This design comes from an exercise in tuning for small area, a short achievable clock period and few clock cycles on the open sky130 flow, not from production work.
Only simulation tests tie the RTL to the original design; equivalence was not proved.

## config.mk

```make
export PLATFORM = sky130hd
export DESIGN_NAME = geofence
export DESIGN_NICKNAME = geofence
export VERILOG_FILES = /design/flow/design.v
export SDC_FILE = /design/flow/constraint.sdc
export NUM_CORES = 4
export LEC_CHECK = 0
export ABC_AREA = 1
export ABC_CLOCK_PERIOD_IN_PS = 2600
export CAP_MARGIN = 20
export CORE_MARGIN = 2
export CORE_UTILIZATION = 55
export SETUP_SLACK_MARGIN = 2.9
export SLEW_MARGIN = 20
```

## design.v

```verilog
module geofence (clk, reset, X, Y, valid, is_inside);
  input clk;
  input reset;
  input [9:0] X;
  input [9:0] Y;
  output reg valid;
  output reg is_inside;
  localparam S_IN = 2'd0, S_SCAN = 2'd1, S_PAIR = 2'd2, S_WAIT = 2'd3;
  reg [1:0] st;
  reg [3:0] cnt;
  reg [2:0] scfg;
  reg [2:0] mask;
  reg [1:0] tp;
  reg       opp, hf;
  reg [2:0] ph, rnd;
  reg       res_q, rpos_q;
  reg       dec, wrd, wrc;    
  reg       win, wout;        
  reg       vB, vC, vD, vE;
  reg [4:0] mB, mC, mD;
  reg [5:1] cmpm;
  reg [9:0] tx, ty;
  always @(posedge clk) if (st == S_IN && cnt == 4'd1) begin tx <= X; ty <= Y; end
  wire [10:0] dxp = {1'b0, X} - {1'b0, tx};
  wire [10:0] dxm = {1'b0, tx} - {1'b0, X};
  wire [10:0] dyp = {1'b0, Y} - {1'b0, ty};
  wire [10:0] dym = {1'b0, ty} - {1'b0, Y};
  wire        sxn = dxp[10];
  wire        syn = dyp[10];
  wire [9:0]  mxn = sxn ? dxm[9:0] : dxp[9:0];
  wire [9:0]  myn = syn ? dym[9:0] : dyp[9:0];
  reg [21:0] dr0, dr1, dr2, dr3, dr4, dr5;
  wire wr_d = wrd;
  always @(posedge clk) begin
    dr0 <= wr_d ? {sxn, mxn, syn, myn} : dr5;
    dr1 <= dr0; dr2 <= dr1; dr3 <= dr2; dr4 <= dr3; dr5 <= dr4;
  end
  wire       bsx = dr0[21];
  wire [9:0] bax = dr0[20:11];
  wire       bsy = dr0[10];
  wire [9:0] bay = dr0[9:0];
  wire nzx = |bax;
  wire nzy = |bay;
  wire q0 = ~bsx & nzx & ~bsy;
  wire q1 = (bsx | ~nzx) & ~bsy & nzy;
  wire q3 = ~bsx & bsy;
  wire [1:0] quad = {~q0 & ~q1, q1 | q3};
  wire odd = q1 | q3;
  wire lex = bay <= bax;
  wire eqx = bay == bax;
  wire half0 = odd ? (~lex | eqx) : lex;
  reg [9:0] ra, rb;         
  wire fb_a, fb_b;
  wire [9:0] n0 = fb_b ? rb : (fb_a ? ra : (lex ? bay : bax));
  wire [9:0] mxv = lex ? bax : bay;
  wire [11:0] x3 = {2'b00, bax} + {1'b0, bax, 1'b0};
  wire [11:0] y3 = {2'b00, bay} + {1'b0, bay, 1'b0};
  wire [11:0] mx3 = lex ? x3 : y3;
  reg [9:0] br, bd;
  reg [11:0] bd3;
  reg [1:0] bquad;
  reg       bh1;
  always @(posedge clk) begin
    br <= n0; bd <= mxv; bd3 <= mx3; bquad <= quad; bh1 <= ~half0;
  end
  function [11:0] r4step;
    input [9:0] r;
    input [9:0] d;
    input [11:0] d3;
    reg [12:0] t1, t2, t3;
    begin
      t1 = {1'b0, r, 2'b00} - {3'b000, d};
      t2 = {1'b0, r, 2'b00} - {2'b00, d, 1'b0};
      t3 = {1'b0, r, 2'b00} - {1'b0, d3};
      if (!t3[12])      r4step = {2'd3, t3[9:0]};
      else if (!t2[12]) r4step = {2'd2, t2[9:0]};
      else if (!t1[12]) r4step = {2'd1, t1[9:0]};
      else              r4step = {2'd0, r[7:0], 2'b00};
    end
  endfunction
  wire [11:0] sc = r4step(br, bd, bd3);
  reg [9:0] cr, cd;
  reg [11:0] cd3;
  reg [1:0] cq, cquad;
  reg       ch1;
  always @(posedge clk) begin
    cr <= sc[9:0]; cd <= bd; cd3 <= bd3; cq <= sc[11:10]; cquad <= bquad; ch1 <= bh1;
  end
  wire [11:0] sd = r4step(cr, cd, cd3);
  wire [3:0]  q4 = {cq, sd[11:10]};
  wire [9:0]  rem = sd[9:0];
  wire [6:0]  code = {cquad, ch1, ch1 ? ~q4 : q4};
  reg [9:0] e0, e1, e2, e3, e4, e5;
  wire [9:0] ev [0:5];
  assign ev[0] = e0; assign ev[1] = e1; assign ev[2] = e2;
  assign ev[3] = e3; assign ev[4] = e4; assign ev[5] = e5;
  genvar g;
  wire [6:0] cB = {quad, 5'd0};
  wire [6:0] cC = {bquad, bh1, 4'd0};
  wire [6:0] cD = {cquad, ch1, ch1 ? ~cq : cq, 2'd0};
  wire [6:0] oB [0:4];
  wire [6:0] oC [0:4];
  assign oB[0] = cC; assign oB[1] = cD; assign oB[2] = e0[9:3]; assign oB[3] = e1[9:3]; assign oB[4] = e2[9:3];
  assign oC[0] = cD; assign oC[1] = e0[9:3]; assign oC[2] = e1[9:3]; assign oC[3] = e2[9:3]; assign oC[4] = e3[9:3];
  reg  [4:0] ltB, eqB, ltC, eqC, ltD, eqD;
  wire [4:0] lB, qB, lC, qC, lD, qD, lE, qE;
  wire [4:0] dB, dC, dD, dE;    
  generate
    for (g = 0; g < 5; g = g + 1) begin : icg
      assign lB[g] = ~cB[5] & oB[g][5];
      assign qB[g] = ~(cB[5] ^ oB[g][5]);
      assign dB[g] = cB[6] ^ oB[g][6] ^ lB[g];
      assign lC[g] = ltB[g] | (eqB[g] & ~cC[4] & oC[g][4]);
      assign qC[g] = eqB[g] & ~(cC[4] ^ oC[g][4]);
      assign dC[g] = cC[6] ^ oC[g][6] ^ lC[g];
      assign lD[g] = ltC[g] | (eqC[g] & (cD[3:2] < ev[g][6:5]));
      assign qD[g] = eqC[g] & (cD[3:2] == ev[g][6:5]);
      assign dD[g] = cD[6] ^ ev[g][9] ^ lD[g];
      assign lE[g] = ltD[g] | (eqD[g] & (e0[4:3] < ev[g+1][4:3]));
      assign qE[g] = eqD[g] & (e0[4:3] == ev[g+1][4:3]);
      assign dE[g] = e0[9] ^ ev[g+1][9] ^ lE[g];
    end
  endgenerate
  always @(posedge clk) begin
    ltB <= lB; eqB <= qB; ltC <= lC; eqC <= qC; ltD <= lD; eqD <= qD;
  end
  wire [4:0] ene = cmpm;
  wire [4:0] enD = mD & {5{vD}};
  wire [4:0] enC = mC & {5{vC}};
  wire [4:0] enB = mB & {5{vB}};
  wire [4:0] pE = ene & ~qE & ~dE, nE = ene & ~qE & dE, aE = ene & qE;
  wire [4:0] pD = enD & ~qD & ~dD, nD = enD & ~qD & dD, aD = enD & qD;
  wire [4:0] pC = enC & ~qC & ~dC, nC = enC & ~qC & dC, aC = enC & qC;
  wire [4:0] pB = enB & ~qB & ~dB, nB = enB & ~qB & dB, aB = enB & qB;
  wire [2:0] ua = rpos_q ? 3'b100 : 3'b010;
  wire [2:0] ub = rpos_q ? 3'b010 : 3'b100;
  wire [2:0] apos = (tp == 2'd1) ? 3'd0 : (3'd7 - {1'b0, tp});    
  wire [2:0] upd [0:5];
  wire [2:0] fin [0:5];
  generate
    for (g = 0; g < 6; g = g + 1) begin : updg
      assign fin[g] = (g == 0) ? {|nE, |pE, |aE}
                               : {pE[g-1], nE[g-1], aE[g-1]};
      wire [2:0] u_fb = (res_q && g == 1) ? ub :
                        (res_q && g == apos) ? ua : 3'b000;
      assign upd[g] = fin[g] | u_fb;
    end
  endgenerate
  wire wr_c = wrc;
  always @(posedge clk) begin
    e0 <= wr_c ? {code, 3'b000} : (e5 | {7'd0, upd[5]});
    e1 <= e0 | {7'd0, upd[0]};
    e2 <= e1 | {7'd0, upd[1]};
    e3 <= e2 | {7'd0, upd[2]};
    e4 <= e3 | {7'd0, upd[3]};
    e5 <= e4 | {7'd0, upd[4]};
  end
  wire [5:0] cur = {cmpm, vE};
  wire [5:0] rP, rN, rA;
  generate
    for (g = 0; g < 6; g = g + 1) begin : rfg
      wire fromD_p = (g < 5) ? pD[g] : 1'b0;
      wire fromD_n = (g < 5) ? nD[g] : 1'b0;
      wire fromD_a = (g < 5) ? aD[g] : 1'b0;
      wire fromC_p = (g < 4) ? pC[g+1] : 1'b0;
      wire fromC_n = (g < 4) ? nC[g+1] : 1'b0;
      wire fromC_a = (g < 4) ? aC[g+1] : 1'b0;
      wire fromB_p = (g < 3) ? pB[g+2] : 1'b0;
      wire fromB_n = (g < 3) ? nB[g+2] : 1'b0;
      wire fromB_a = (g < 3) ? aB[g+2] : 1'b0;
      assign rP[g] = ev[g][2] | fin[g][2] | fromD_p | fromC_p | fromB_p;
      assign rN[g] = ev[g][1] | fin[g][1] | fromD_n | fromC_n | fromB_n;
      assign rA[g] = ev[g][0] | fin[g][0] | fromD_a | fromC_a | fromB_a;
    end
  endgenerate
  wire dP = |nD | pC[0] | pB[1], dN = |pD | nC[0] | nB[1], dA = |aD | aC[0] | aB[1];
  wire kP = |nC | pB[0],         kN = |pC | nB[0],         kA = |aC | aB[0];
  wire bP = |nB,                 bN = |pB,                 bA = |aB;
  wire [8:0] pv = {vB, vC, vD, cur};
  wire [8:0] aP = {bP, kP, dP, rP};
  wire [8:0] aN = {bN, kN, dN, rN};
  wire [8:0] aA = {bA, kA, dA, rA};
  wire ins  = &(~pv | (aP & aN));
  wire outs = |(pv & ~aA & ~(aP & aN));
  wire dok  = ~valid & ((win & ins) | (wout & outs));
  wire [5:0] sP = {e5[2], e4[2], e3[2], e2[2], e1[2], e0[2]};
  wire [5:0] sN = {e5[1], e4[1], e3[1], e2[1], e1[1], e0[1]};
  wire ins_now = &(sP & sN);
  reg nb1, nb2, nb3;
  always @(posedge clk) begin
    nb1 <= e2[8:3] == e3[8:3];
    nb2 <= e2[8:3] == e4[8:3];
    nb3 <= e2[8:3] == e5[8:3];
  end
  wire amb1 = nb1;
  wire amb2 = nb2;
  wire amb3 = nb3 && (scfg < 3'd3);
  wire [2:0] pend = {amb3, amb2, amb1} & ~mask;
  wire [1:0] tsel = pend[0] ? 2'd1 : (pend[1] ? 2'd2 : 2'd3);
  wire [2:0] tbit = pend[0] ? 3'b001 : (pend[1] ? 3'b010 : 3'b100);
  wire       eb9 = (tsel == 2'd1) ? e4[9] : ((tsel == 2'd2) ? e5[9] : e0[9]);
  wire inp = (st == S_PAIR);
  assign fb_a = inp && (ph == 3'd0) && (rnd != 3'd0);
  assign fb_b = inp && (rnd != 3'd0) &&
                ((tp == 2'd1) ? (ph == 3'd5) : (tp == 2'd2) ? (ph == 3'd4) : (ph == 3'd3));
  wire a_d = inp && (ph == 3'd2);
  wire b_d = inp && ((tp == 2'd1) ? (ph == 3'd1 && rnd != 3'd0) :
                     (tp == 2'd2) ? (ph == 3'd0 && rnd != 3'd0) : (ph == 3'd5));
  wire [2:0] brnd = (tp == 2'd3) ? rnd : rnd - 3'd1;
  reg [3:0] ba, qb;
  reg       bchk, blast;
  wire differ = qb != ba;
  wire res = bchk && (differ || blast);
  wire rpos = differ & ((qb > ba) ^ hf ^ opp);
  always @(posedge clk) begin
    if (a_d) begin
      ra <= rem;
      ba <= q4;
    end
    if (b_d) rb <= rem;
    qb <= q4;
    bchk <= b_d && (brnd != 3'd0);
    blast <= brnd == 3'd5;
  end
  wire fin_scan = (st == S_SCAN) && (ins_now || (pend == 3'd0 && scfg == 3'd5));
  always @(posedge clk) begin
    vC <= vB; mC <= mB;
    vD <= vC; mD <= mC;
    vE <= vD; cmpm <= mD;
    vB <= (st == S_IN) && !valid && (cnt >= 4'd2) && (cnt <= 4'd7);
    case (cnt)
      4'd3: mB <= 5'b00001;
      4'd4: mB <= 5'b00011;
      4'd5: mB <= 5'b00111;
      4'd6: mB <= 5'b01111;
      4'd7: mB <= 5'b11111;
      default: mB <= 5'b00000;
    endcase
    is_inside <= (st == S_SCAN) ? ins_now : ins;
  end
  always @(posedge clk or posedge reset) begin
    if (reset) begin
      st <= S_IN;
      cnt <= 4'd1;
      scfg <= 3'd0;
      mask <= 3'd0;
      tp <= 2'd1;
      opp <= 1'b0;
      hf <= 1'b0;
      ph <= 3'd0;
      rnd <= 3'd0;
      res_q <= 1'b0;
      rpos_q <= 1'b0;
      dec <= 1'b0;
      win <= 1'b0;
      wout <= 1'b0;
      wrd <= 1'b0;
      wrc <= 1'b0;
      valid <= 1'b0;
    end else begin
      res_q <= res;
      rpos_q <= rpos;
      dec <= (st == S_IN && !valid && cnt == 4'd10);
      win <= (st == S_IN && !valid && cnt >= 4'd6 && cnt <= 4'd10);
      wout <= (st == S_IN && !valid && cnt >= 4'd7 && cnt <= 4'd10);
      wrd <= (st == S_IN && !valid && cnt >= 4'd1 && cnt <= 4'd6);
      wrc <= (st == S_IN && !valid && cnt >= 4'd4 && cnt <= 4'd9);
      valid <= ((st == S_IN) && dok) || fin_scan;
      case (st)
        S_IN: begin
          scfg <= 3'd0;
          mask <= 3'd0;
          cnt <= valid ? 4'd1 : cnt + 4'd1;
          if (!valid && dec && !ins && !outs)
            st <= S_SCAN;
        end
        S_SCAN: begin
          if (fin_scan) begin
            st <= S_IN;
            cnt <= 4'd12;
          end else if (pend == 3'd0) begin
            scfg <= scfg + 3'd1;
            mask <= 3'd0;
          end else begin
            st <= S_PAIR;
            tp <= tsel;
            mask <= mask | tbit;
            opp <= e3[9] ^ eb9;
            hf <= e3[7];
            ph <= 3'd1;
            rnd <= 3'd0;
          end
        end
        default: begin  
          if (ph == 3'd5) begin
            ph <= 3'd0;
            rnd <= rnd + 3'd1;
          end else
            ph <= ph + 3'd1;
          if (st == S_PAIR && res)
            st <= S_WAIT;
          else if (st == S_WAIT && ph == 3'd5)
            st <= S_SCAN;
        end
      endcase
    end
  end
endmodule
```

## constraint.sdc

```tcl
create_clock -name core_clock -period 5.5 [get_ports {clk}]
set_input_delay 1.1000 -clock core_clock [delete_from_list [all_inputs] [get_ports {clk}]]
set_output_delay 1.1000 -clock core_clock [all_outputs]
set_load 0.01 [all_outputs]
```

## run.sh

```bash
#!/bin/bash
# synth_recipe.tcl (not shown) runs the flow's synth.tcl, then flattens the netlist and writes it again
# the make line also repeats each setting of config.mk as NAME=value (left out here)
make -C /OpenROAD-flow-scripts/flow DESIGN_CONFIG=/design/flow/config.mk WORK_HOME=/design/flow/orfs CLKGATE_MAP_FILE= SYNTH_SCRIPT=/design/flow/synth_recipe.tcl finish
```

==> impl_metrics.csv, run 1 <==
group,metric,value,unit
synthesis,yosys.area.top_type,"dfxtp_1",
floorplanning,coreArea,34600,µm²
global_route,grt_usage,0.277,
cts,root_buffer,"clkbuf_16",
sta,skew,0.0207,ns
synthesis,ys.flop_type,"dfxtp_1",
cts,clk_latency,0.57,ns
synthesis,ys_ff_latch,400,
final_layout,regArea,8690,µm²
final_layout,area_growth,21.9,%
final_layout,drive_gt1_frac,0.174,
final_layout,n_fill_cell,2796,
floorplanning,row_count,68,
final_layout,multi_input_area,10200,µm²
sta,slew_headroom,0.232,
cts,clk_path_buf_depth,3,
worst_setup_path,path_max_fanout,5,
cts,clkTransAtPathRegs,0.06,ns
worst_setup_path,crit_type,"reg -> reg",
worst_setup_path,reg2reg_slack,2.55,ns
synthesis,synth-edff-count,44,
sta,fin_tns_setup,0,ns
place,place_inst,2807,
hold_path,hold_class,"reg -> reg",
worst_setup_path,crit_path_max_incr_delay,0.37,ns
sta,maxClockFrequency,339,MHz
synthesis,yosys_warnings,1,
route,antenna_left,0,
synthesis,postSynthAreaPerCell,8.21,µm²
cts,cts_sinks,400,
floorplanning,initial_core_util,0.560,
global_route,grt_first_pass_wirelength,79.5,mm
floorplanning,pin_count,24,
worst_setup_path,end_kind,"register",
status,outcome,"finished clean",
cts,cts_buffers,41,
place,port_buffers,23,
sta,drv_slew,0,
sta,worst_slew_pin_slew,1.14,ns
cts,cts_tree,"built",
synthesis,synthArstFlopShare,0.0750,
route,drc,0,
synthesis,ys_types,64,
route,post_drt_wl_per_cell,16.8,µm
worst_setup_path,cp_slowest_cell,"dfxtp_4",
route,route.vias.total,15949,
synthesis,synthesis.area,19400,µm²
worst_setup_path,cp.required,5.99,ns
global_route,antenna_found_initial,0,
worst_setup_path,critPathArrivalTime,3.45,ns
sta,fin_crit,2.95,ns
final_layout,antenna_cells,0,
final_layout,final_cell_count_no_fill,3009,
route,viasPerCell,5.30,
place,place.gp.congestion,0.926,
sta,holdWs,0.314,ns
route,finalWirelength,50.4,mm
final_layout,fin_util,0.683,
sta,finalHoldViolCount,0,
sta,finalSetupViolations,0,
global_route,grt_max_degree,43,
cts,cts.htree.levels,2,
flow_run,max_cap_violations,0,
synthesis,seq_area_frac_synth,0.443,
final_layout,layout.nets,2727,
floorplanning,die_area,36800,µm²
synthesis,syn_inst,2363,
route,drt-initial-drc-count,872,
global_route,grt_pass1_vias,15541,
synthesis,synth_nets,2569,
worst_setup_path,worst_setup_path_start_kind,"register",
synthesis,yosysTopAreaCellShare,0.336,
floorplanning,fp.dieH,192,µm
global_route,grt_overflow_total,0,
synthesis,synth.top_cells.by_area,"dfxtp_1, ha_1, nand2_1, inv_1, edfxtp_1",
place,dp_hpwl,35.7,mm
sta,finalCritPeriodShare,0.537,
worst_setup_path,cpMostUsedCell,"nand2_2",
floorplanning,die_width,192,µm
sta,rsz0062_at_grt,"true",
route,dr.pass1.iters,6,
## layer usage
metal  wire (µm)  vias to the layer above  share of wire  track usage
met2       23000                      398           0.46        0.444
met4        1200                        0          0.024       0.0834
li1            -                     7986              -            -
met5           0                        -              0            0
met3        2450                       85          0.049       0.0386
met1       23800                     7480           0.47        0.388
## path summary, 6_finish.rpt
check / from / end / depth (start not counted)
max: dr0[2] / st[1] / 25
min: dr1[10] / dr2[10] / 0
max reg2reg: dr0[2] / st[1] / 25
min reg2reg: dr1[10] / dr2[10] / 0
max in group asynchronous: reset / tp[0] / 3
min in group asynchronous: reset / hf / 3
## layout by cell type, fill, tap and decap left out, drive strengths merged, types with 4 or more instances in the layout
cell,instances
o211ai,13
nor2,169
nand2,526
xnor2,36
o221ai,9
edfxtp,44
ha,176
o21bai,12
nand4,18
or2,11
fa,8
o31ai,5
nor4,10
nor3,18
o311ai,6
dfxtp,326
o21ai,141
clkdlybuf4s50,5
clkinv,9
dfrtp,28
clkbuf,68
xor2,53
a221oi,4
inv,383
dlygate4sd2,7
a21oi,124
a22oi,11
o22ai,10
a21o,7
nand3,123
a211oi,7
buf,132
o21a,6
a31oi,18
## stage by stage
| step | worst slack [ns] | area [µm²] |
|---|---|---|
| floorplan | 2.67 | 19500 |
| global placement | 1.66 | 20100 |
| detailed placement | 1.54 | 20100 |
| CTS | 2.77 | 22900 |
| global route | 2.36 | 23600 |
| finish | 2.55 | 23600 |
## kinds of logic (layout without fill, tap and decap cells)
| logic type | Yosys count | count (layout) | share of synthesized area |
|---|---|---|---|
| AND/OR/NAND/NOR | 884 | 885 | 0.190 |
| XOR/XNOR | 89 | 89 | 0.0402 |
| buffers and inverters | 421 | 611 | 0.0846 |
| AO/OA/AOI/OAI | 381 | 381 | 0.118 |
| flip-flops | 400 | 400 | 0.443 |
| adder cells (fa/ha/maj) | 184 | 184 | 0.122 |
| multiplexers | 4 | 4 | 0.00213 |
## sequential cells by signal (all words and copies together) (netlist names), 12 cells and up
name and cells:
cd3 12, dr2 22, bd3 12, dr1 22, dr5 22, dr4 22, dr3 22, dr0 22
## critical path, delay by kind of cell, from the launching register on
kind	cells	cell delay [ns]
simple gates	18	1.54
flops	1	0.37
fa+ha+maj	2	0.36
buf+inv	3	0.32
xor+xnor	1	0.17
compound gates	1	0.09
## repair_timing
item                       in CTS  in global routing
gates cloned                    0                  3
buffers inserted               87                 36
setup endpoints to repair      76                 84
gates resized for setup       242                101
pin swaps                      39                 58
hold buffers                    0                  0
## Yosys cell counts (9+ instances only)
cell,count
edfxtp_1,44
dfxtp_1,326
xor2_1,53
inv_1,375
nor2_1,168
ha_1,176
o21ai_0,122
a21oi_1,122
o221ai_1,9
o22ai_1,10
clkbuf_1,19
o21ai_1,16
or2_2,11
nor3_1,17
a31oi_1,17
nand4_1,18
nor4_1,10
buf_2,12
xnor2_1,36
a22oi_1,11
o211ai_1,13
nand3_1,117
nand2_1,517
dfrtp_1,28
## final cells by class
class / count / share of cell area
clock inverters: 13 / 0.00572
well taps: 455 / 0.0241
clock buffers: 63 / 0.0538
multi-input cells: 1543 / 0.430
repair buffers: 152 / 0.0538
flip-flops and latches: 400 / 0.368
inverters: 382 / 0.0643
repair inverters: 1 / 0.000212
Testbench counts, summed over its fixed seeds: cycles 16,042.
==> inputs of run 2 (changes only) <==
--- a/design.v
+++ b/design.v
@@ -18,4 +18,4 @@
   reg       win, wout;        
-  reg       vB, vC, vD, vE;
-  reg [4:0] mB, mC, mD;
+  reg       vC, vD, vE;
+  reg [4:0] mC, mD;
   reg [5:1] cmpm;
@@ -97,19 +97,13 @@
   genvar g;
-  wire [6:0] cB = {quad, 5'd0};
   wire [6:0] cC = {bquad, bh1, 4'd0};
   wire [6:0] cD = {cquad, ch1, ch1 ? ~cq : cq, 2'd0};
-  wire [6:0] oB [0:4];
   wire [6:0] oC [0:4];
-  assign oB[0] = cC; assign oB[1] = cD; assign oB[2] = e0[9:3]; assign oB[3] = e1[9:3]; assign oB[4] = e2[9:3];
   assign oC[0] = cD; assign oC[1] = e0[9:3]; assign oC[2] = e1[9:3]; assign oC[3] = e2[9:3]; assign oC[4] = e3[9:3];
-  reg  [4:0] ltB, eqB, ltC, eqC, ltD, eqD;
-  wire [4:0] lB, qB, lC, qC, lD, qD, lE, qE;
-  wire [4:0] dB, dC, dD, dE;    
+  reg  [4:0] ltC, eqC, ltD, eqD;
+  wire [4:0] lC, qC, lD, qD, lE, qE;
+  wire [4:0] dC, dD, dE;    
   generate
     for (g = 0; g < 5; g = g + 1) begin : icg
-      assign lB[g] = ~cB[5] & oB[g][5];
-      assign qB[g] = ~(cB[5] ^ oB[g][5]);
-      assign dB[g] = cB[6] ^ oB[g][6] ^ lB[g];
-      assign lC[g] = ltB[g] | (eqB[g] & ~cC[4] & oC[g][4]);
-      assign qC[g] = eqB[g] & ~(cC[4] ^ oC[g][4]);
+      assign lC[g] = oC[g][5:4] > cC[5:4];
+      assign qC[g] = oC[g][5:4] == cC[5:4];
       assign dC[g] = cC[6] ^ oC[g][6] ^ lC[g];
@@ -124,3 +118,3 @@
   always @(posedge clk) begin
-    ltB <= lB; eqB <= qB; ltC <= lC; eqC <= qC; ltD <= lD; eqD <= qD;
+    ltC <= lC; eqC <= qC; ltD <= lD; eqD <= qD;
   end
@@ -129,3 +123,2 @@
   wire [4:0] enC = mC & {5{vC}};
-  wire [4:0] enB = mB & {5{vB}};
   wire [4:0] pE = ene & ~qE & ~dE, nE = ene & ~qE & dE, aE = ene & qE;
@@ -133,3 +126,2 @@
   wire [4:0] pC = enC & ~qC & ~dC, nC = enC & ~qC & dC, aC = enC & qC;
-  wire [4:0] pB = enB & ~qB & ~dB, nB = enB & ~qB & dB, aB = enB & qB;
   wire [2:0] ua = rpos_q ? 3'b100 : 3'b010;
@@ -167,17 +159,13 @@
       wire fromC_a = (g < 4) ? aC[g+1] : 1'b0;
-      wire fromB_p = (g < 3) ? pB[g+2] : 1'b0;
-      wire fromB_n = (g < 3) ? nB[g+2] : 1'b0;
-      wire fromB_a = (g < 3) ? aB[g+2] : 1'b0;
-      assign rP[g] = ev[g][2] | fin[g][2] | fromD_p | fromC_p | fromB_p;
-      assign rN[g] = ev[g][1] | fin[g][1] | fromD_n | fromC_n | fromB_n;
-      assign rA[g] = ev[g][0] | fin[g][0] | fromD_a | fromC_a | fromB_a;
+      assign rP[g] = ev[g][2] | fin[g][2] | fromD_p | fromC_p;
+      assign rN[g] = ev[g][1] | fin[g][1] | fromD_n | fromC_n;
+      assign rA[g] = ev[g][0] | fin[g][0] | fromD_a | fromC_a;
     end
   endgenerate
-  wire dP = |nD | pC[0] | pB[1], dN = |pD | nC[0] | nB[1], dA = |aD | aC[0] | aB[1];
-  wire kP = |nC | pB[0],         kN = |pC | nB[0],         kA = |aC | aB[0];
-  wire bP = |nB,                 bN = |pB,                 bA = |aB;
-  wire [8:0] pv = {vB, vC, vD, cur};
-  wire [8:0] aP = {bP, kP, dP, rP};
-  wire [8:0] aN = {bN, kN, dN, rN};
-  wire [8:0] aA = {bA, kA, dA, rA};
+  wire dP = |nD | pC[0], dN = |pD | nC[0], dA = |aD | aC[0];
+  wire kP = |nC,         kN = |pC,         kA = |aC;
+  wire [7:0] pv = {vC, vD, cur};
+  wire [7:0] aP = {kP, dP, rP};
+  wire [7:0] aN = {kN, dN, rN};
+  wire [7:0] aA = {kA, dA, rA};
   wire ins  = &(~pv | (aP & aN));
@@ -226,13 +214,12 @@
   always @(posedge clk) begin
-    vC <= vB; mC <= mB;
     vD <= vC; mD <= mC;
     vE <= vD; cmpm <= mD;
-    vB <= (st == S_IN) && !valid && (cnt >= 4'd2) && (cnt <= 4'd7);
+    vC <= (st == S_IN) && !valid && (cnt >= 4'd3) && (cnt <= 4'd8);
     case (cnt)
-      4'd3: mB <= 5'b00001;
-      4'd4: mB <= 5'b00011;
-      4'd5: mB <= 5'b00111;
-      4'd6: mB <= 5'b01111;
-      4'd7: mB <= 5'b11111;
-      default: mB <= 5'b00000;
+      4'd4: mC <= 5'b00001;
+      4'd5: mC <= 5'b00011;
+      4'd6: mC <= 5'b00111;
+      4'd7: mC <= 5'b01111;
+      4'd8: mC <= 5'b11111;
+      default: mC <= 5'b00000;
     endcase
@@ -264,3 +251,3 @@
       win <= (st == S_IN && !valid && cnt >= 4'd6 && cnt <= 4'd10);
-      wout <= (st == S_IN && !valid && cnt >= 4'd7 && cnt <= 4'd10);
+      wout <= (st == S_IN && !valid && cnt >= 4'd8 && cnt <= 4'd10);
       wrd <= (st == S_IN && !valid && cnt >= 4'd1 && cnt <= 4'd6);
==> impl_metrics.csv, run 2 <==
group,metric,value,unit
place,dp_slack,1.38,ns
cts,cts.htree.levels,2,
cts,clkTransAtPathRegs,0.07,ns
floorplanning,initial_core_util,0.558,
place,place.gp.congestion,0.922,
cts,clk_latency,0.57,ns
synthesis,syn_inst,2262,
final_layout,antenna_cells,0,
synthesis,synth.top_cells.by_area,"dfxtp_1, ha_1, nand2_1, inv_1, edfxtp_1",
route,antenna_left,0,
final_layout,layout.nets,2564,
cts,root_buffer,"clkbuf_16",
route,drc,0,
global_route,grt_pass1_vias,14500,
floorplanning,die_width,188,µm
synthesis,ys.flop_type,"dfxtp_1",
global_route,antenna_found_initial,0,
worst_setup_path,reg2reg_slack,2.97,ns
sta,finalCritPeriodShare,0.466,
worst_setup_path,timing.reg2reg.worst_path_depth,21,
final_layout,final_cell_mix,"nand2_1, inv_1, dfxtp_1, ha_1, nor2_1",
hold_path,whs_path_depth,0,
global_route,grt_first_pass_wirelength,72.3,mm
cts,holdBufCountCts,0,
synthesis,synthArstFlopShare,0.0781,
status,outcome,"finished clean",
synthesis,ys_types,67,
floorplanning,coreArea,33400,µm²
place,dp_hpwl,33.9,mm
sta,rsz0062_at_grt,"true",
synthesis,yosys_warnings,1,
synthesis,postSynthAreaPerCell,8.25,µm²
hold_path,min_to,"dr4[8]",
worst_setup_path,end_kind,"register",
final_layout,n_fill_cell,2808,
sta,slew_headroom,0.430,
sta,finalSetupViolations,0,
sta,fin_tns_setup,0,ns
worst_setup_path,crit_type,"in -> reg",
cts,cts_sinks,384,
worst_setup_path,r2r-start,"ch1",
synthesis,yosysTopAreaCellShare,0.333,
floorplanning,row_count,67,
sta,finalHoldViolCount,0,
synthesis,ys_ff_latch,384,
sta,fin_crit,2.56,ns
worst_setup_path,path_max_fanout,6,
worst_setup_path,critPathArrivalTime,3.06,ns
sta,drv_slew,0,
sta,skew,0.0281,ns
synthesis,synth-edff-count,44,
route,post_drt_wl_per_cell,16.2,µm
global_route,grt_usage,0.256,
cts,clk_path_buf_depth,3,
floorplanning,fp.dieH,188,µm
hold_path,min_from,"dr3[8]",
final_layout,area_growth,19.3,%
route,viasPerCell,5.24,
synthesis,ys_top_cells_by_count,"nand2_1, inv_1, dfxtp_1",
worst_setup_path,cp.required,6.00,ns
floorplanning,pin_count,24,
route,finalWirelength,46.0,mm
sta,fin_ws,2.94,ns
final_layout,drive_gt1_frac,0.154,
sta,worst_slew_pin_slew,0.848,ns
hold_path,hold_class,"reg -> reg",
synthesis,synth_nets,2472,
synthesis,yosysMostFrequentCell,"nand2_1",
worst_setup_path,r2r-end,"st[0]",
route,dr.pass1.iters,5,
route,drt-initial-drc-count,720,
cts,cts_tree,"built",
floorplanning,die_area,35400,µm²
synthesis,seq_area_frac_synth,0.444,
cts,cts_buffers,41,
global_route,grt_overflow_total,0,
place,port_buffers,23,
worst_setup_path,worst_setup_path_start_kind,"primary input",
flow_run,max_cap_violations,0,
synthesis,synthesis.area,18700,µm²
route,route.vias.total,14835,
synthesis,yosys.area.top_type,"dfxtp_1",
final_layout,final_common_cell,"nand2_1",
sta,maxClockFrequency,390,MHz
global_route,grt_max_degree,49,
[run 2: worst max path at each step]
stage	cells after the start	endpoint	from
final	14	dr0[5]	Y[0]
after detailed placement	14	dr0[5]	Y[0]
after floorplan	13	dr0[5]	Y[0]
after global routing	15	bd3[10]	dr0[13]
after global placement	14	dr0[5]	Y[0]
after CTS	21	st[0]	cq[1]
[run 2: final cells by class]
class                           instances  area (µm²)  share of cell area
Sequential cell                       384        8330               0.374
Timing Repair Buffer                   82         748              0.0336
Clock inverter                         14         125             0.00562
Tap cell                              448         561              0.0252
Inverter                              395        1520              0.0684
Multi-Input combinational cell       1450        9760               0.438
Clock buffer                           59        1210              0.0543
[run 2: cells by family (layout without fill, tap and decap cells)]
logic type | Yosys count | count (layout) | share of synthesized area
buffers and inverters | 429 | 550 | 0.0881
XOR/XNOR | 83 | 83 | 0.0390
adder cells (fa/ha/maj) | 188 | 188 | 0.129
flip-flops | 384 | 384 | 0.444
multiplexers | 2 | 2 | 0.00107
AO/OA/AOI/OAI | 373 | 374 | 0.121
AND/OR/NAND/NOR | 803 | 803 | 0.177
[run 2: layer usage]
| metal | vias up | global-route usage | wire [µm] |
|---|---|---|---|
| li1 | 7518 | - | - |
| met1 | 6911 | 0.338 | 21200 |
| met2 | 311 | 0.429 | 21500 |
| met3 | 95 | 0.0332 | 1830 |
| met4 | 0 | 0.100 | 1450 |
| met5 | - | 0 | 0 |
[run 2: repair_timing]
item                       in CTS  in global routing
cloned                          1                  1
pin swaps                      19                 79
hold endpoints to repair        0                  0
resized for setup             102                204
buffers inserted               28                 24
setup endpoints to repair      77                 72
[run 2: through the flow]
stage / hold WS (ns) / utilization / std cells / instance area [µm²]
6_report: 0.321 / 0.665 / 2832 / 22300
5_1_grt: 0.322 / 0.665 / 2832 / 22300
4_1_cts: 0.321 / 0.639 / 2807 / 21400
3_5_place_dp: 0.312 / 0.582 / 2705 / 19500
3_3_place_gp: 0.310 / 0.582 / 2705 / 19500
2_1_floorplan: 0.310 / - / 2262 / 18800
[run 2: critical path, cell delays in order]
cell,delay [ns]
buf_6,0.11
inv_12,0.03
ha_4,0.16
fa_2,0.34
o21ai_2,0.19
a21oi_2,0.10
o21ai_2,0.19
a21oi_2,0.10
o21bai_4,0.24
o21ai_2,0.09
o21ai_2,0.07
xor2_1,0.16
nand2_1,0.07
nand2_1,0.09
Testbench counts of run 2, summed over its fixed seeds: cycles 16,231.
==> inputs of run 3 (changes only) <==
--- a/config.mk
+++ b/config.mk
@@ -8,3 +8,3 @@
 export ABC_AREA = 1
-export ABC_CLOCK_PERIOD_IN_PS = 2600
+export ABC_CLOCK_PERIOD_IN_PS = 2900
 export CAP_MARGIN = 20
@@ -12,3 +12,3 @@
 export CORE_UTILIZATION = 55
-export SETUP_SLACK_MARGIN = 2.9
+export SETUP_SLACK_MARGIN = 2.6
 export SLEW_MARGIN = 20
==> impl_metrics.csv, run 3 <==
group,metric,value,unit
synthesis,synth_nets,2472,
synthesis,yosys.area.top_type,"dfxtp_1",
place,port_buffers,23,
sta,fin_tns_setup,0,ns
global_route,grt_overflow_total,0,
cts,holdBufCountCts,0,
cts,clkTransAtPathRegs,0.06,ns
worst_setup_path,crit_type,"in -> reg",
floorplanning,pin_count,24,
global_route,grt_first_pass_wirelength,71.5,mm
sta,slew_headroom,0.434,
worst_setup_path,path_max_fanout,8,
synthesis,syn_inst,2262,
cts,cts_sinks,384,
synthesis,ys_ff_latch,384,
synthesis,ys_types,67,
floorplanning,die_area,35400,µm²
final_layout,antenna_cells,0,
global_route,grt_pass1_vias,14095,
worst_setup_path,worst_setup_path_start_kind,"primary input",
synthesis,seq_area_frac_synth,0.444,
hold_path,hold_class,"reg -> reg",
sta,skew,0.0226,ns
floorplanning,die_width,188,µm
sta,maxClockFrequency,355,MHz
route,antenna_left,0,
cts,cts.htree.levels,2,
worst_setup_path,crit_chain,"clkdlybuf4s50_1, inv_1, ha_4, nand2_1, inv_1, a21oi_2, o21ai_2, a21oi_2, o21bai_4, nand2_1, o21ai_0, xnor2_1, o21ai_0",
cts,root_buffer,"clkbuf_16",
global_route,antenna_found_initial,0,
final_layout,n_fill_cell,2868,
global_route,grt_max_degree,49,
worst_setup_path,path_delay_family,"compound AO/OA/AOI/OAI gates",
synthesis,synthArstFlopShare,0.0781,
route,route.vias.total,14462,
sta,finalSetupViolations,0,
place,place.gp.congestion,0.915,
floorplanning,fp.dieH,188,µm
sta,fin_crit,2.82,ns
sta,worst_slew_pin_slew,0.841,ns
sta,drv_slew,0,
synthesis,synth.top_cells.by_area,"dfxtp_1, ha_1, nand2_1, inv_1, edfxtp_1",
synthesis,yosys_warnings,1,
worst_setup_path,end_kind,"register",
worst_setup_path,cp.required,5.91,ns
synthesis,synthesis.area,18700,µm²
place,dp_hpwl,33.8,mm
flow_run,max_cap_violations,0,
synthesis,ys.flop_type,"dfxtp_1",
route,drt-initial-drc-count,717,
route,finalWirelength,43.8,mm
cts,clk_path_buf_depth,3,
route,viasPerCell,5.15,
synthesis,synth-edff-count,44,
floorplanning,initial_core_util,0.558,
worst_setup_path,cp_slowest_cell,"clkdlybuf4s50_1",
final_layout,final_cell_count_no_fill,2808,
status,outcome,"finished clean",
global_route,grt_usage,0.253,
cts,clk_latency,0.56,ns
worst_setup_path,cp_num_buf_inv,3,
sta,rsz0062_at_grt,"false",
cts,cts_buffers,40,
synthesis,yosysMostFrequentCell,"nand2_1",
synthesis,ys_top_cells_by_count,"nand2_1, inv_1, dfxtp_1",
worst_setup_path,crit_path_max_incr_delay,0.50,ns
final_layout,final_cell_mix,"nand2_1, inv_1, dfxtp_1, ha_1, nor2_1",
route,dr.pass1.iters,5,
sta,finalHoldViolCount,0,
route,drc,0,
route,post_drt_wl_per_cell,15.6,µm
final_layout,multi_input_area,9060,µm²
worst_setup_path,critPathArrivalTime,3.23,ns
synthesis,postSynthAreaPerCell,8.25,µm²
final_layout,regArea,8290,µm²
final_layout,final_common_cell,"nand2_1",
floorplanning,row_count,67,
final_layout,layout.nets,2538,
sta,finalCritPeriodShare,0.513,
synthesis,yosysTopAreaCellShare,0.333,
place,place_inst,2706,
final_layout,drive_gt1_frac,0.0767,
cts,cts_tree,"built",
floorplanning,coreArea,33400,µm²
final_layout,area_growth,14.1,%
## run 3: layout make-up
type	count	area share
Multi-Input combinational cell	1450	0.426
Sequential cell	384	0.390
Inverter	395	0.0707
Clock buffer	54	0.0540
Tap cell	448	0.0263
Timing Repair Buffer	57	0.0239
Clock inverter	20	0.00999
## run 3: path summary, 6_finish.rpt
kind / start / endpoint / slack (ns) / cells past startpoint
hold reg to reg: dr4[12] / dr5[12] / 0.32 / 0
setup / recovery: Y[5] / dr0[3] / 2.68 / 13
hold / removal: dr4[12] / dr5[12] / 0.32 / 0
min in group asynchronous: reset / cnt[2] / 0.92 / 3
max in group asynchronous: reset / tp[0] / 4.24 / 3
setup reg to reg: dr0[17] / br[9] / 2.81 / 14
## run 3: metal layers
metal | vias to the layer above | wire length, µm | part of all wire | global-route usage
met5 | - | 0 | 0 | 0
met3 | 74 | 1880 | 0.043 | 0.0324
li1 | 7466 | - | - | -
met2 | 301 | 20100 | 0.46 | 0.425
met1 | 6621 | 20800 | 0.47 | 0.340
met4 | 0 | 1070 | 0.024 | 0.0751
## run 3: repair_timing
action	in CTS	in global routing
gates cloned	1	0
gates resized for setup	30	51
setup endpoints to repair	54	58
pin swaps	9	14
setup buffers	11	16
endpoints found under the hold margin	0	0
## run 3: cell families after synthesis
logic type	synth area share
compound gates	0.121
xor+xnor	0.0390
fa+ha+maj	0.129
simple gates	0.177
buf+inv	0.0881
flops	0.444
mux	0.00107
## run 3: metrics by stage
step / cell area, µm² / hold slack, ns / utilization / worst slack, ns
floorplan: 18700 / 0.310 / - / 2.59
global placement: 19400 / 0.310 / 0.580 / 1.50
detailed placement: 19400 / 0.312 / 0.580 / 1.41
CTS: 21000 / 0.327 / 0.627 / 2.57
global route: 21300 / 0.329 / 0.636 / 2.59
finish: 21300 / 0.322 / 0.636 / 2.68
==> inputs of run 4 (changes only) <==
--- a/config.mk
+++ b/config.mk
@@ -8,3 +8,3 @@
 export ABC_AREA = 1
-export ABC_CLOCK_PERIOD_IN_PS = 2900
+export ABC_CLOCK_PERIOD_IN_PS = 2450
 export CAP_MARGIN = 20
@@ -12,3 +12,3 @@
 export CORE_UTILIZATION = 55
-export SETUP_SLACK_MARGIN = 2.6
+export SETUP_SLACK_MARGIN = 3.05
 export SLEW_MARGIN = 20
==> impl_metrics.csv, run 4 <==
group,metric,value,unit
synthesis,postSynthAreaPerCell,8.25,µm²
worst_setup_path,cp.required,5.96,ns
synthesis,yosysMostFrequentCell,"nand2_1",
place,place_area,19500,µm²
route,dr.max_layer_used,"met4",
floorplanning,initial_core_util,0.558,
worst_setup_path,path_max_fanout,7,
synthesis,seq_area_frac_synth,0.444,
final_layout,antenna_cells,0,
hold_path,hold_class,"reg -> reg",
sta,fin_ws,2.98,ns
route,dr.pass1.iters,5,
floorplanning,row_count,67,
synthesis,synthArstFlopShare,0.0781,
final_layout,layout.nets,2573,
sta,finalSetupViolations,0,
synthesis,yosys.area.top_type,"dfxtp_1",
route,wl_met3,1.97,mm
floorplanning,die_area,35400,µm²
worst_setup_path,worst_setup_path_start_kind,"primary input",
worst_setup_path,critPathArrivalTime,2.97,ns
sta,holdWs,0.320,ns
synthesis,synth.top_cells.by_area,"dfxtp_1, ha_1, nand2_1, inv_1, edfxtp_1",
synthesis,ys_top_cells_by_count,"nand2_1, inv_1, dfxtp_1",
global_route,grt_first_pass_wirelength,72.5,mm
route,wl_met2,21.5,mm
cts,cts_sinks,384,
route,antenna_left,0,
global_route,grt_pass1_vias,14429,
global_route,grt_overflow_total,0,
floorplanning,die_width,188,µm
worst_setup_path,crit_type,"in -> reg",
place,dp_hpwl,33.8,mm
status,outcome,"finished clean",
global_route,antenna_found_initial,0,
cts,cts_buffers,42,
synthesis,synth_nets,2472,
synthesis,yosysTopAreaCellShare,0.333,
sta,finalCritPeriodShare,0.458,
final_layout,area_growth,21.3,%
place,dp_slack,1.47,ns
worst_setup_path,end_kind,"register",
route,post_drt_wl_per_cell,16.2,µm
route,viasPerCell,5.24,
synthesis,synth-edff-count,44,
final_layout,final_common_cell,"nand2_1",
global_route,grt_usage,0.258,
floorplanning,coreArea,33400,µm²
route,drt-initial-drc-count,687,
sta,maxClockFrequency,397,MHz
cts,root_buffer,"clkbuf_16",
synthesis,syn_inst,2262,
final_layout,drive_gt1_frac,0.187,
synthesis,yosys_warnings,1,
sta,skew,0.0245,ns
flow_run,max_cap_violations,0,
synthesis,synthesis.area,18700,µm²
global_route,grt_max_degree,31,
cts,cts.htree.levels,2,
sta,fin_crit,2.52,ns
cts,clk_path_buf_depth,3,
route,finalWirelength,46.2,mm
route,wl_met1,20.9,mm
sta,finalHoldViolCount,0,
sta,fin_tns_setup,0,ns
sta,drv_slew,0,
final_layout,final_area,22600,µm²
route,route.vias.total,14915,
cts,clk_latency,0.57,ns
cts,holdBufCountCts,0,
synthesis,ys_types,67,
place,port_buffers,23,
final_layout,final_cell_mix,"nand2_1, inv_1, dfxtp_1, ha_1, nor2_1",
cts,clkTransAtPathRegs,0.06,ns
synthesis,ys_ff_latch,384,
sta,rsz0062_at_grt,"true",
worst_setup_path,reg2reg_slack,3.02,ns
synthesis,ys.flop_type,"dfxtp_1",
floorplanning,pin_count,24,
sta,worst_slew_pin_slew,0.899,ns
route,drc,0,
cts,cts_tree,"built",
floorplanning,fp.dieH,188,µm
sta,slew_headroom,0.395,
place,place.gp.congestion,0.914,
==> run 4: logic make-up (layout without fill, tap and decap cells) <==
kind of cell / Yosys count / in the layout / synth area share
adder cells (fa/ha/maj): 188 / 188 / 0.129
multiplexers: 2 / 2 / 0.00107
XOR/XNOR: 83 / 83 / 0.0390
buffers and inverters: 429 / 563 / 0.0881
AND/OR/NAND/NOR: 803 / 803 / 0.177
flip-flops: 384 / 384 / 0.444
AO/OA/AOI/OAI: 373 / 373 / 0.121
==> run 4: layout make-up <==
cell class                 count  area, µm²
clock buffer                  62       1230
tap                          448        561
multi-input combinational   1449       9940
timing repair buffer          91        897
inverter                     395       1530
fill                        2757      10800
clock inverter                15        113
sequential                   384       8360
==> run 4: final timing paths <==
path	startpoint	endpoint	cells after the start
max reg2reg	ch1	st[0]	20
min reg2reg	dr1[12]	dr2[12]	0
max	Y[0]	dr0[1]	12
min	dr1[12]	dr2[12]	0
min in group asynchronous	reset	ph[1]	3
max in group asynchronous	reset	cnt[0]	3
==> run 4: stage by stage <==
step | util | instances
floorplan | - | 2262
global placement | 0.582 | 2706
detailed placement | 0.582 | 2706
CTS | 0.648 | 2821
global route | 0.677 | 2844
finish | 0.677 | 2844
==> run 4: repair_timing <==
item | in CTS | in global routing
endpoints found under the setup margin | 83 | 74
setup buffers | 36 | 20
endpoints found under the hold margin | 0 | 0
resized for setup | 170 | 229
cloned | 2 | 3
pin swaps | 46 | 99
==> run 4: routing by layer <==
layer  up-vias  global-route usage
li1       7553                   -
met5         -                   0
met3        98              0.0348
met1      6944               0.336
met4         0               0.110
met2       320               0.430
==> run 4: worst max-delay path: stages <==
cell and delay (ns):
buf_12 0.09, inv_12 0.03, ha_4 0.16, fa_2 0.37, o21ai_4 0.17, a21oi_2 0.09
o21ai_2 0.17, a21oi_2 0.09, o21bai_4 0.26, buf_4 0.18, a21oi_1 0.06, a22o_1 0.20
==> inputs of run 5 (changes only) <==
--- a/config.mk
+++ b/config.mk
@@ -11,3 +11,3 @@
 export CORE_MARGIN = 2
-export CORE_UTILIZATION = 55
+export CORE_UTILIZATION = 70
 export SETUP_SLACK_MARGIN = 3.05
==> impl_metrics.csv, run 5 <==
group,metric,value,unit
status,outcome,"finished clean",
synthesis,yosys.area_share.simple,0.177,
sta,slew_headroom,0.425,
synthesis,synthesis.area,18700,µm²
synthesis,syn_inst,2262,
synthesis,synth.top_cells.by_area,"dfxtp_1, ha_1, nand2_1, inv_1, edfxtp_1",
place,dp_hpwl,32.5,mm
sta,rsz0062_at_grt,"true",
cts,holdBufCountCts,0,
route,post_drt_wl_per_cell,19.4,µm
global_route,grt_usage,0.339,
synthesis,ys_ff_latch,384,
global_route,grt_max_degree,48,
sta,skew,0.0239,ns
sta,finalSetupViolations,0,
place,port_buffers,23,
synthesis,synth_top_family_by_area,"simple AND/OR/NAND/NOR gates",
route,drt-initial-drc-count,1638,
synthesis,muxShareOfSynthArea,0.00107,
final_layout,fin_util,0.862,
synthesis,synth_fa_ha_area_frac,0.129,
floorplanning,die_area,28000,µm²
sta,worst_slew_pin_slew,0.855,ns
place,place_area,19300,µm²
route,viasPerCell,5.92,
floorplanning,fp.dieH,167,µm
synthesis,seq_area_frac_synth,0.444,
final_layout,multi_input_area,9990,µm²
cts,cts_tree,"built",
cts,clk_path_buf_depth,3,
route,finalWirelength,53.1,mm
final_layout,regArea,8340,µm²
synthesis,ys.flop_type,"dfxtp_1",
synthesis,postSynthAreaPerCell,8.25,µm²
worst_setup_path,critPathArrivalTime,3.38,ns
synthesis,synthArstFlopShare,0.0781,
sta,fin_crit,2.99,ns
sta,finalHoldViolCount,0,
cts,cts_buffers,39,
synthesis,yosys.area.top_type,"dfxtp_1",
synthesis,ys_types,67,
flow_run,max_cap_violations,0,
sta,maxClockFrequency,334,MHz
route,dr.pass1.iters,5,
cts,cts_sinks,384,
cts,cts.htree.levels,2,
floorplanning,row_count,59,
sta,finalCritPeriodShare,0.544,
final_layout,layout.nets,2574,
global_route,grt_overflow_total,0,
cts,root_buffer,"clkbuf_16",
worst_setup_path,end_kind,"register",
cts,clkTransAtPathRegs,0.07,ns
hold_path,hold_class,"reg -> reg",
sta,drv_slew,0,
route,route.vias.total,16163,
synthesis,synth-compound-area-share,0.121,
synthesis,yosys_warnings,1,
global_route,grt_first_pass_wirelength,76.5,mm
place,place.gp.congestion,0.960,
final_layout,area_growth,20.7,%
final_layout,final_cell_mix,"nand2_1, inv_1, dfxtp_1, ha_1, nor2_1",
global_route,antenna_found_initial,0,
worst_setup_path,path_max_fanout,7,
synthesis,synth-xor-area-share,0.0390,
cts,clk_latency,0.54,ns
worst_setup_path,cp.required,5.89,ns
final_layout,drive_gt1_frac,0.184,
global_route,grt_pass1_vias,15620,
final_layout,n_fill_cell,1331,
synthesis,yosysMostFrequentCell,"nand2_1",
floorplanning,initial_core_util,0.714,
sta,fin_tns_setup,0,ns
final_layout,final_common_cell,"nand2_1",
floorplanning,pin_count,24,
synthesis,synth-edff-count,44,
worst_setup_path,worst_setup_path_start_kind,"primary input",
synthesis,yosysTopAreaCellShare,0.333,
synthesis,ys_top_cells_by_count,"nand2_1, inv_1, dfxtp_1",
synthesis,synth_nets,2472,
route,drc,0,
worst_setup_path,crit_type,"in -> reg",
floorplanning,die_width,167,µm
route,antenna_left,0,
floorplanning,coreArea,26100,µm²
final_layout,final_area,22500,µm²
[run 5: cell counts after synthesis]
Identical to the previous run, type by type.
[run 5: critical path: stages]
cell	delay (ns)
buf_12	0.12
inv_12	0.04
ha_4	0.14
fa_2	0.23
nor2_2	0.05
a211oi_2	0.23
buf_4	0.18
o21ai_4	0.06
a21oi_2	0.18
inv_2	0.07
a21oi_4	0.29
inv_4	0.12
nand2_2	0.11
nand2_2	0.06
xnor2_1	0.26
o21ai_1	0.13
[run 5: metrics by stage]
stage               instances  setup slack, ns  hold slack [ns]
floorplan                2262             2.59            0.310
CTS                      2702             2.99            0.314
detailed placement       2592             1.42            0.312
global placement         2592             1.51            0.310
global route             2730             2.52            0.323
finish                   2731             2.51            0.316
[run 5: worst paths after layout]
path / from / end / slack (ns) / depth (start not counted)
worst max-delay path: X[0] / dr0[14] / 2.51 / 16
worst min-delay path: dr3[9] / dr4[9] / 0.32 / 0
worst max register to register: tx[0] / dr0[14] / 2.78 / 14
worst min register to register: dr3[9] / dr4[9] / 0.32 / 0
max in group asynchronous: reset / tp[0] / 4.24 / 3
min in group asynchronous: reset / cnt[1] / 0.93 / 3
[run 5: cells by family (layout without fill, tap and decap cells)]
logic type | count (synthesis) | in the layout
muxes | 2 | 2
and+or+nand+nor | 803 | 803
AOI/OAI and AO/OA | 373 | 373
xor gates and xnor gates | 83 | 83
DFF | 384 | 384
other | 0 | 1
buffers and inverters | 429 | 562
adders and majority gates | 188 | 188
[run 5: timing repair]
| item | CTS | global route |
|---|---|---|
| gates resized for setup | 202 | 193 |
| cloned | 0 | 2 |
| buffers inserted | 38 | 26 |
| endpoints found under the setup margin | 81 | 77 |
| pin swaps | 61 | 87 |
[run 5: final cells by class]
class,count,area share
diodes,1,0.000111
clock buffers,52,0.0514
clock inverters,20,0.00878
inverters,395,0.0679
multi-input cells,1449,0.444
flip-flops and latches,384,0.370
well taps,335,0.0186
repair buffers,94,0.0389
repair inverters,1,0.000333
[run 5: routing by layer]
metal | routed length [µm] | global-route usage
met2 | 26000 | 0.603
met5 | 0 | 0
met3 | 3500 | 0.0392
met4 | 2720 | 0.136
met1 | 20900 | 0.423
==> inputs of run 6 (changes only) <==
--- a/config.mk
+++ b/config.mk
@@ -11,3 +11,3 @@
 export CORE_MARGIN = 2
-export CORE_UTILIZATION = 70
+export CORE_UTILIZATION = 62
 export SETUP_SLACK_MARGIN = 3.05
==> impl_metrics.csv, run 6 <==
group,metric,value,unit
status,outcome,"finished clean",
synthesis,synth_fa_ha_area_frac,0.129,
sta,fin_crit,2.63,ns
global_route,grt_pass1_vias,14863,
final_layout,area_growth,22.3,%
sta,slew_headroom,0.485,
worst_setup_path,r2r-end,"st[0]",
worst_setup_path,cp.required,5.91,ns
cts,holdBufCountCts,0,
cts,clk_path_buf_depth,3,
synthesis,postSynthAreaPerCell,8.25,µm²
sta,drv_slew,0,
sta,finalCritPeriodShare,0.477,
route,dr.pass1.iters,6,
final_layout,antenna_cells,0,
synthesis,synth-compound-area-share,0.121,
cts,clk_latency,0.53,ns
sta,skew,0.0257,ns
floorplanning,pin_count,24,
synthesis,ys_top_cells_by_count,"nand2_1, inv_1, dfxtp_1",
synthesis,yosys.area_share.simple,0.177,
sta,rsz0062_at_grt,"true",
sta,fin_tns_setup,0,ns
synthesis,synthArstFlopShare,0.0781,
place,place.gp.congestion,0.974,
worst_setup_path,worst_setup_path_start_kind,"primary input",
synthesis,yosys.area.top_type,"dfxtp_1",
hold_path,hold_class,"reg -> reg",
final_layout,drive_gt1_frac,0.198,
flow_run,max_cap_violations,0,
floorplanning,row_count,63,
place,dp_hpwl,33.1,mm
synthesis,yosysMostFrequentCell,"nand2_1",
cts,cts.htree.levels,2,
synthesis,synth.top_cells.by_area,"dfxtp_1, ha_1, nand2_1, inv_1, edfxtp_1",
synthesis,yosys_warnings,1,
sta,finalHoldViolCount,0,
hold_path,min_from,"dr4[11]",
synthesis,synthesis.area,18700,µm²
sta,finalSetupViolations,0,
synthesis,syn_inst,2262,
global_route,grt_usage,0.291,
synthesis,synth_top_family_by_area,"simple AND/OR/NAND/NOR gates",
floorplanning,initial_core_util,0.629,
synthesis,ys.flop_type,"dfxtp_1",
global_route,grt_max_degree,31,
synthesis,ys_types,67,
worst_setup_path,r2r-start,"ch1",
floorplanning,die_width,177,µm
synthesis,synth_nets,2472,
global_route,grt_overflow_total,0,
synthesis,ys_ff_latch,384,
route,route.vias.total,15472,
route,post_drt_wl_per_cell,17.0,µm
synthesis,seq_area_frac_synth,0.444,
global_route,grt_first_pass_wirelength,72.5,mm
synthesis,yosysTopAreaCellShare,0.333,
worst_setup_path,path_max_fanout,7,
place,port_buffers,23,
cts,root_buffer,"clkbuf_16",
route,drt-initial-drc-count,1211,
global_route,antenna_found_initial,0,
synthesis,muxShareOfSynthArea,0.00107,
floorplanning,coreArea,29600,µm²
sta,maxClockFrequency,381,MHz
route,finalWirelength,47.8,mm
worst_setup_path,cp-endpoint,"dr0[4]",
final_layout,fin_util,0.770,
synthesis,synth-xor-area-share,0.0390,
sta,worst_slew_pin_slew,0.765,ns
final_layout,final_common_cell,"nand2_1",
synthesis,synth-edff-count,44,
final_layout,final_cell_mix,"nand2_1, inv_1, dfxtp_1, ha_1, nor2_1",
route,drc,0,
cts,cts_tree,"built",
floorplanning,fp.dieH,177,µm
route,viasPerCell,5.52,
worst_setup_path,critPathArrivalTime,3.04,ns
cts,cts_buffers,40,
route,antenna_left,0,
worst_setup_path,timing.reg2reg.worst_path_depth,21,
worst_setup_path,worstSetupStartpoint,"Y[0]",
worst_setup_path,end_kind,"register",
final_layout,layout.nets,2590,
cts,clkTransAtPathRegs,0.06,ns
worst_setup_path,reg2reg_slack,2.99,ns
cts,cts_sinks,384,
worst_setup_path,crit_type,"in -> reg",
floorplanning,die_area,31500,µm²
run 6: cell counts after synthesis:
Identical to the previous run, type by type.
run 6: per-layer routing:
metal | GRT usage | share of wire | vias up
met5 | 0 | 0 | -
met1 | 0.374 | 0.44 | 7301
met3 | 0.0396 | 0.049 | 128
met2 | 0.494 | 0.48 | 456
met4 | 0.113 | 0.038 | 0
li1 | - | - | 7587
run 6: final cells by class:
| class | instances | area (µm²) |
|---|---|---|
| Clock inverter | 16 | 126 |
| Clock buffer | 58 | 1260 |
| Multi-Input combinational cell | 1449 | 10100 |
| Fill cell | 2065 | 6820 |
| Tap cell | 390 | 488 |
| Inverter | 395 | 1540 |
| Sequential cell | 384 | 8360 |
| Timing Repair Buffer | 110 | 986 |
run 6: stage by stage:
stage	hold slack, ns	instances	setup slack (ns)	area [µm²]
after floorplan	0.310	2262	2.59	18800
after global placement	0.310	2649	1.51	19400
after detailed placement	0.312	2649	1.42	19400
after CTS	0.315	2775	2.98	21900
after global routing	0.325	2802	2.79	22800
final	0.312	2802	2.87	22800
run 6: what timing repair did:
| action | 4_1_cts | 5_1_grt |
|---|---|---|
| resized for setup | 223 | 204 |
| buffers inserted | 51 | 25 |
| setup endpoints to repair | 79 | 75 |
| gates cloned | 1 | 2 |
| hold endpoints to repair | 0 | 0 |
| pin swaps | 72 | 79 |
run 6: worst min-delay path by stage:
| stage | cells past startpoint | slack, ns | end |
|---|---|---|---|
| floorplan | 0 | 0.31 | dr2[0] |
| global placement | 0 | 0.31 | dr3[18] |
| detailed placement | 0 | 0.31 | dr5[19] |
| CTS | 0 | 0.31 | dr5[11] |
| global route | 0 | 0.33 | dr5[11] |
| finish | 0 | 0.31 | dr5[11] |
run 6: critical path: stages:
cell and delay, ns:
buf_12 0.09, inv_12 0.03, ha_4 0.15, fa_2 0.37
o21ai_4 0.19, a21oi_4 0.08, o21ai_2 0.20, a21oi_2 0.10
o21bai_4 0.24, buf_6 0.16, clkinvlp_4 0.14, nand2_1 0.10
a31oi_1 0.08
run 6: kinds of logic (layout without fill, tap and decap cells):
| kind of cell | Yosys count | in the layout |
|---|---|---|
| muxes | 2 | 2 |
| xor gates and xnor gates | 83 | 83 |
| adders and majority gates | 188 | 188 |
| and+or+nand+nor | 803 | 803 |
| AOI/OAI and AO/OA | 373 | 373 |
| buffers and inverters | 429 | 579 |
| DFF | 384 | 384 |
==> inputs of run 7 (changes only) <==
--- a/config.mk
+++ b/config.mk
@@ -11,3 +11,3 @@
 export CORE_MARGIN = 2
-export CORE_UTILIZATION = 62
+export CORE_UTILIZATION = 45
 export SETUP_SLACK_MARGIN = 3.05
==> impl_metrics.csv, run 7 <==
group,metric,value,unit
status,outcome,"finished clean",
worst_setup_path,crit_path_max_incr_delay,0.41,ns
final_layout,final_cell_count_no_fill,2935,
synthesis,synth_fa_ha_area_frac,0.129,
worst_setup_path,cp.required,5.96,ns
final_layout,final_common_cell,"nand2_1",
sta,fin_tns_setup,0,ns
floorplanning,row_count,74,
hold_path,min_from,"dr2[9]",
place,port_buffers,23,
worst_setup_path,worst_setup_path_start_kind,"primary input",
sta,slew_headroom,0.341,
worst_setup_path,end_kind,"register",
place,place_inst,2788,
worst_setup_path,path_max_fanout,4,
synthesis,synth_nets,2472,
global_route,grt_first_pass_wirelength,74.2,mm
global_route,grt_max_degree,31,
route,finalWirelength,46.4,mm
route,post_drt_wl_per_cell,15.8,µm
cts,root_buffer,"clkbuf_16",
final_layout,antenna_cells,0,
synthesis,yosys.area.top_type,"dfxtp_1",
sta,worst_slew_pin_slew,0.979,ns
synthesis,synth.top_cells.by_area,"dfxtp_1, ha_1, nand2_1, inv_1, edfxtp_1",
synthesis,synthesis.area,18700,µm²
sta,drv_slew,0,
cts,clk_path_buf_depth,3,
floorplanning,fp.dieH,208,µm
synthesis,synth_top_family_by_area,"simple AND/OR/NAND/NOR gates",
synthesis,synth-edff-count,44,
final_layout,drive_gt1_frac,0.181,
cts,cts.htree.levels,2,
sta,finalSetupViolations,0,
worst_setup_path,crit_chain,"buf_12, inv_12, ha_4, fa_2, o21ai_4, a21oi_4, o21ai_2, a21oi_4, buf_6, o21bai_4, buf_6, nand2_2, a31oi_1",
worst_setup_path,crit_type,"in -> reg",
synthesis,yosys.area_share.simple,0.177,
final_layout,layout.nets,2583,
global_route,grt_pass1_vias,14716,
worst_setup_path,timing.reg2reg.worst_path_depth,19,
worst_setup_path,reg2reg_slack,2.93,ns
worst_setup_path,r2r-start,"ch1",
synthesis,synth-xor-area-share,0.0390,
synthesis,synth-compound-area-share,0.121,
synthesis,ys_ff_latch,384,
synthesis,yosysTopAreaCellShare,0.333,
synthesis,yosysMostFrequentCell,"nand2_1",
synthesis,yosys_warnings,1,
route,antenna_left,0,
global_route,grt_usage,0.211,
worst_setup_path,critPathArrivalTime,3.09,ns
final_layout,area_growth,21.9,%
cts,cts_tree,"built",
place,place.gp.congestion,0.898,
worst_setup_path,cp_slowest_cell,"fa_2",
hold_path,min_to,"dr3[9]",
sta,finalHoldViolCount,0,
sta,skew,0.0160,ns
synthesis,postSynthAreaPerCell,8.25,µm²
route,drt-initial-drc-count,772,
floorplanning,die_width,208,µm
flow_run,max_cap_violations,0,
worst_setup_path,r2r-end,"st[0]",
route,dr.pass1.iters,5,
[run 7: changes by cell type in the layout (fill, tap and decap cells not counted), sizes merged]
cell and delta:
clkinvlp -5, dlygate4sd2 -2, o21bai +1, a21oi +1, clkdlybuf4s15 +3, bufinv +4, inv +2, buf -13
[run 7: per-layer routing]
layer  share of wire  track usage  routed length (µm)  up-vias
met5               0            0                   0        -
met4           0.024       0.0577                1110        0
li1                -            -                   -     7556
met3           0.043       0.0307                1990       79
met1            0.46        0.279               21200     6934
met2            0.48        0.362               22100      326
[run 7: logic make-up after synthesis]
| kind of cell | count (synthesis) |
|---|---|
| AO/OA/AOI/OAI | 373 |
| XOR/XNOR | 83 |
| adder cells (fa/ha/maj) | 188 |
| buffers and inverters | 429 |
| flip-flops | 384 |
| multiplexers | 2 |
| AND/OR/NAND/NOR | 803 |
[run 7: through the flow]
stage | util | area [µm²] | hold slack [ns] | worst slack, ns
3_5_place_dp | 0.479 | 19600 | 0.312 | 1.47
5_1_grt | 0.557 | 22700 | 0.330 | 2.81
4_1_cts | 0.538 | 22000 | 0.321 | 3.01
3_3_place_gp | 0.479 | 19600 | 0.311 | 1.44
2_1_floorplan | - | 18800 | 0.310 | 2.59
6_report | 0.557 | 22700 | 0.321 | 2.87
[run 7: final cells by class]
cell class	instances	area, µm²
fill	3606	18100
timing repair inverter	1	7.51
timing repair buffer	98	920
inverter	395	1530
sequential	384	8350
tap	532	666
clock buffer	58	1210
clock inverter	16	215
multi-input combinational	1451	9840
[run 7: how the worst max path moves through the flow]
| stage | start | end | slack [ns] |
|---|---|---|---|
| 5_1_grt | Y[0] | dr0[5] | 2.81 |
| 3_5_place_dp | Y[0] | dr0[5] | 1.47 |
| 3_3_place_gp | Y[0] | dr0[5] | 1.44 |
| 2_1_floorplan | Y[0] | dr0[5] | 2.59 |
| 6_report | Y[0] | dr0[9] | 2.87 |
| 4_1_cts | cq[1] | st[0] | 3.01 |
[run 7: critical path, delay by kind of cell]
kind                     cells  cell delay, ns
AND/OR/NAND/NOR              1            0.05
buffers and inverters        4            0.40
AO/OA/AOI/OAI                6            0.98
adder cells (fa/ha/maj)      2            0.57
[run 7: repair_timing]
action	in CTS	in global routing
gates cloned	3	2
setup endpoints to repair	95	72
resized for setup	192	186
buffers inserted	45	23
pin swaps	38	80

-- what the ideal ports hide --
Ports are ideal in the flow. The routed layouts listed here were re-timed in OpenROAD. Step 1 sets driving cells, clkbuf_16 on the clock port and buf_2 on the other inputs (assumed; they add their load-dependent delay and slew). Step 2, shift: input delay + t, output delay - t, t = (earliest + latest rising clock arrival at the registers) / 2. This alone moves slack from input paths to output paths. a / b / c = ideal ports / drivers / drivers and shift; a / b = the first two.
run	t, ns	slack for setup (ns)	clock arrival spread, ns
run 1	0.613	2.547 / 2.547 / 2.363	0.022 / 0.023
run 2	0.609	2.937 / 2.947 / 2.338	0.030 / 0.030
run 3	0.602	2.680 / 2.711 / 2.109	0.023 / 0.024
run 4	0.605	2.983 / 2.971 / 2.367	0.028 / 0.029
run 5	0.583	2.508 / 2.505 / 1.922	0.024 / 0.024
run 6	0.572	2.875 / 2.865 / 2.293	0.027 / 0.027
run 7	0.607	2.868 / 2.857 / 2.249	0.017 / 0.017
After both steps setup and hold are still met in every run listed. For run 7, which loses most, drivers alone change the setup slack by -0.011 ns; drivers and shift together by -0.619 ns.
